What follows belongs to an exercise in optimizing a design on an open flow for a short achievable clock period and few clock cycles; a production flow would make more cautious choices.
Function was checked by simulation only, so behaviour that the tests miss may differ from the original.
Power is estimated from default activity; no workload was simulated.

Setup of main:
## processor
module processor(
input clk,
input rst,
output [31:0] imem_addr,
input  [31:0] imem_data,
output [31:0] dmem_addr,
output [31:0] dmem_wdata,
output dmem_we,
output dmem_re,
input  [31:0] dmem_rdata,
output ret_valid,
output [31:0] ret_pc,
output ret_we,
output [4:0] ret_waddr,
output [31:0] ret_wdata
);
reg [31:0] pc_f;
reg [31:0] pcoh_f;           
reg        v_d, hit_d, stall_q;
reg [31:0] ir_d, pc_d, pc4_d;
reg        v_e, hit_e;
reg [31:0] a_e, b_e, sd_e, pc_e, pc4_e, st_e, pnx_e;
reg        we_e, lw_e, sw_e, link_e;
reg [4:0]  wa_e;
reg        sub_e, s_ar_e, s_and_e, s_or_e, s_xor_e, s_nor_e, s_slt_e, s_pass_e;
reg        j_e, jx_e, brv_e, baln_e, blez_e, beq_e;
reg        v_m;
reg [31:0] res_m, pc_m;
reg        we_m, lw_m;
reg [4:0]  wa_m;
reg [31:0] wsel_m;           
reg [31:0] dmem_addr_q, dmem_wdata_q;
reg        dmem_we_q, dmem_re_q;
reg        ret_valid_q, ret_we_q;
reg [31:0] ret_pc_q, ret_wdata_q;
reg [4:0]  ret_waddr_q;
  ...
For scale: roughly 8500 cells after synthesis, about 240 I/O pins, roughly 120000 um2 of cells after synthesis.
clock: 11.0 ns
lec_check: 0
cap_margin: 20
core_margin: 2
core_utilization: 40
setup_slack_margin: 0.5
slew_margin: 20
standard.sh (not shown) runs the stock make flow with config.mk's settings and CLKGATE_MAP_FILE= SYNTH_SCRIPT=/design/flow/synth_recipe.tcl, a recipe that flattens the netlist after the stock synthesis.
==> flow/flow/run.sh <==
#!/bin/bash
# Standard ORFS layout (the standard.sh, unchanged synthesis), with timing repair
# asked for a larger setup margin so that it keeps shortening the worst paths, and
# the port buffers made plain buffers (buf_4) rather than the smallest buffer-like cell.
set -euo pipefail
cd "$(dirname "$0")/.."
bash standard.sh SETUP_SLACK_MARGIN=7.5 TNS_END_PERCENT=20 \
  "BUFFER_PORTS_ARGS=-buffer_cell sky130_fd_sc_hd__buf_4" finish > standard_flow.log 2>&1
Testbench counts of main, summed over its fixed seeds: cycles 135,275.
Inputs modified between main and the feature branch:
--- a/flow/design.v
+++ b/flow/design.v
@@ -296,45 +296,43 @@
 wire need_b_f = ~((op_f == 6'h23) | (op_f == 6'h0f) | (op_f == 6'h24) |
                   ((op_f == 6'h00) & (fn_f == 6'h14)));
 wire haz_f = (i_lw & ((rt_d == rs_f) | (need_b_f & (rt_d == rt_f)))) |
              (i_blezal & ((rs_f == 5'd25) | (need_b_f & (rt_f == 5'd25))));
 wire stall = v_d & stall_q;
 wire go_d     = v_d & ~stall & ~mis_e;
 wire [31:0] bta_d  = pc4_d + {sext_d[29:0], 2'b00};
 wire [31:0] jta_d  = {pc4_d[31:28], ir_d[25:0], 2'b00};
 wire [31:0] st_d   = i_baln ? jta_d : bta_d;
 wire redir_d = v_d & ~stall & i_jalpc & ~hit_d;
-wire [31:0] pc_n = rst ? 32'd0 : mis_e ? next_e : stall ? pc_f : redir_d ? bta_d : pred_f;
+wire [31:0] pc_n = rst ? 32'd0 : mis_e ? next_e : stall ? pc_d : redir_d ? bta_d : pred_f;
 integer k;
-reg [31:0] oh_tgt, oh_pc4, oh_bta, oh_pred, oh_n;
+reg [31:0] oh_tgt, oh_pc4, oh_bta, oh_pcd, oh_pred, oh_n;
 always @(*) begin
   for (k = 0; k < 32; k = k + 1) begin
     oh_tgt[k]  = (tgt_e[6:2] == k);
     oh_pc4[k]  = (pc4_e[6:2] == k);
     oh_bta[k]  = (bta_d[6:2] == k);
+    oh_pcd[k]  = (pc_d[6:2] == k);
     oh_pred[k] = hit_f ? (btgt_f[6:2] == k) : pcoh_f[(k + 31) % 32];    
   end
-  oh_n = rst ? 32'd1 : mis_e ? (take_e ? oh_tgt : oh_pc4) : stall ? pcoh_f : redir_d ? oh_bta : oh_pred;
+  oh_n = rst ? 32'd1 : mis_e ? (take_e ? oh_tgt : oh_pc4) : stall ? oh_pcd : redir_d ? oh_bta : oh_pred;
 end
 integer i;
 always @(posedge clk) begin
   pc_f <= pc_n;
   pcoh_f <= oh_n;
-  if (rst | mis_e | redir_d) v_d <= 1'b0;
-  else if (!stall) v_d <= 1'b1;
+  v_d <= ~(rst | mis_e | redir_d | stall);
   stall_q <= ~rst & v_d & ~stall & haz_f;
-  if (!stall) begin
-    hit_d <= hit_f;
-    ir_d  <= imem_data;
-    pc_d  <= pc_f;
-    pc4_d <= pc4_f;
-  end
+  hit_d <= hit_f;
+  ir_d  <= imem_data;
+  pc_d  <= pc_f;
+  pc4_d <= pc4_f;
   v_e <= go_d & ~rst;
   begin
     a_e     <= a_fwd;
     b_e     <= bi_fwd;
     sd_e    <= b_fwd;
     pc_e    <= pc_d;
     pc4_e   <= pc4_d;
     st_e    <= st_d;
     pnx_e   <= redir_d ? bta_d : pc_f;
     hit_e   <= hit_d;
### Flow results
- In the metrics for main and the feature branch, the one carrying the lower total wirelength of the detailed-routed design is the feature branch.
- For the worst hold slack, the feature branch came in 0.0049 ns higher than main did.
- The higher share of total power in combinational logic of main and the feature branch is in main.
- Taking main as the reference, in the feature branch final-stage net count lower; number of library cell types mapped by synthesis higher; total power consumption of the routed design lower; clock power roughly the same.
- The non-clock buffer count number comes out higher for main vs the feature branch.
- main → the feature branch: via count lower; critical path depth higher; flop-to-flop setup slack higher; CTS buffer count lower; required arrival time at the worst endpoint higher.
- main reports its timing startpoint of the critical path as a_e[22] while the feature branch reports ir_d[16].
Testbench counts of the feature branch, summed over its fixed seeds: cycles 136,030.

processor, a different RTL version from the one above (not shown whole).
For scale: roughly 3100 flip-flops, ~240 I/O pins.
export LEC_CHECK = 0
export CAP_MARGIN = 20
export CORE_MARGIN = 2
export CORE_UTILIZATION = 40
export SETUP_SLACK_MARGIN = 0.5
export SLEW_MARGIN = 20
create_clock -name core_clock -period 11.0 [get_ports {clk}]
Scripts as last shown in full above: flow/flow/run.sh
The first run produced a clean layout.
Testbench counts at the start, summed over its fixed seeds: cycles 136,030.
Rerun with:
--- a/flow/design.v
+++ b/flow/design.v
@@ -179,13 +179,12 @@
 output [4:0] ret_waddr,
 output [31:0] ret_wdata
 );
 reg [31:0] pc_f;
 reg [31:0] pcoh_f;           
 reg        v_d, hit_d, stall_q;
-reg [31:0] rs_oh_d, rt_oh_d;    
 reg [31:0] ir_d, pc_d, pc4_d;
 reg        v_e, hit_e;
 reg [31:0] a_e, b_e, sd_e, pc_e, pc4_e, st_e, pnx_e;
 reg        we_e, lw_e, sw_e, link_e;
 reg [4:0]  wa_e;
 reg        sub_e, s_ar_e, s_and_e, s_or_e, s_xor_e, s_nor_e, s_slt_e, s_pass_e;
@@ -270,22 +269,14 @@
 wire mis_e  = v_e & (take_e ? ~tgt_ok : (pc4_e != pnx_e));
 wire [31:0] next_e = take_e ? tgt_e : pc4_e;
 wire hit_e_a = v_e & we_e & (wa_e == rs_d);
 wire hit_m_a = v_m & we_m & (wa_m == rs_d);
 wire hit_e_b = v_e & we_e & (wa_e == rt_d);
 wire hit_m_b = v_m & we_m & (wa_m == rt_d);
-reg [31:0] rf_a, rf_b;
-integer q;
-always @(*) begin
-  rf_a = 32'd0;
-  rf_b = 32'd0;
-  for (q = 0; q < 32; q = q + 1) begin
-    rf_a = rf_a | ({32{rs_oh_d[q]}} & rf[q]);
-    rf_b = rf_b | ({32{rt_oh_d[q]}} & rf[q]);
-  end
-end
+wire [31:0] rf_a = rf[rs_d];
+wire [31:0] rf_b = rf[rt_d];
 wire [31:0] m_val = lw_m ? dmem_rdata : res_m;
 wire [31:0] a_old = hit_m_a ? m_val : rf_a;
 wire [31:0] b_old = hit_m_b ? m_val : rf_b;
 wire [31:0] a_pre = (hit_e_a & link_e) ? pc4_e : a_old;
 wire [31:0] b_pre = (hit_e_b & link_e) ? pc4_e : b_old;
 wire        a_alu = hit_e_a & ~link_e;
@@ -328,16 +319,12 @@
   pc_f <= pc_n;
   pcoh_f <= oh_n;
   v_d <= ~(rst | mis_e | redir_d | stall);
   stall_q <= ~rst & v_d & ~stall & haz_f;
   hit_d <= hit_f;
   ir_d  <= imem_data;
-  for (i = 0; i < 32; i = i + 1) begin
-    rs_oh_d[i] <= (imem_data[25:21] == i);
-    rt_oh_d[i] <= (imem_data[20:16] == i);
-  end
   pc_d  <= pc_f;
   pc4_d <= pc4_f;
   v_e <= go_d & ~rst;
   begin
     a_e     <= a_fwd;
     b_e     <= bi_fwd;
After rerunning:
- The new run passed the timing, design-rule and antenna checks
- power shrinks by 1.6%
- core utilization goes up by 0.60 points
- worst setup slack gets worse by 0.069 ns
- clock-buffer cell count goes down by 13
- cell area is higher by 0.51%
- non-clock buffer count goes up by 121
Testbench counts after the change, summed over its fixed seeds: cycles 136,030.

static timing again, ports no longer ideal:
The flow's constraints put no driver on any port. The routed layouts listed below were extracted and timed again, unchanged, in two steps.
Step 1 (the two cells are an assumption about what drives the block):
set clk [get_ports {clk}]
set_driving_cell -lib_cell sky130_fd_sc_hd__clkbuf_16 $clk
set_driving_cell -lib_cell sky130_fd_sc_hd__buf_2 [delete_from_list [all_inputs] $clk]
Step 2 adds t to the input delays and takes it off the output delays; t is the mean of the earliest and latest rising clock arrival at the registers after step 1. Input paths then give back, and output paths get back, about the clock's delay inside the block.
Slacks: no drivers / after step 1 / after step 2; pairs: no drivers / after step 1.
run | shift t [ns] | setup WS [ns] | worst setup path at the end | cell pins on the clock port's net
main | 1.041 | 6.972 / 6.949 / 6.087 | input to register | 1
the feature branch | 1.052 | 7.141 / 7.124 / 6.565 | input to register | 1
the first run of note 2 | 1.046 | 7.232 / 7.108 / 6.326 | input to register | 1
the second run of note 2 | 1.065 | 7.164 / 7.090 / 6.186 | input to register | 1
After both steps every run listed still meets setup and hold. The setup slack of the second run of note 2, which loses most, moves by -0.074 ns with the drivers and by -0.978 ns with both steps.
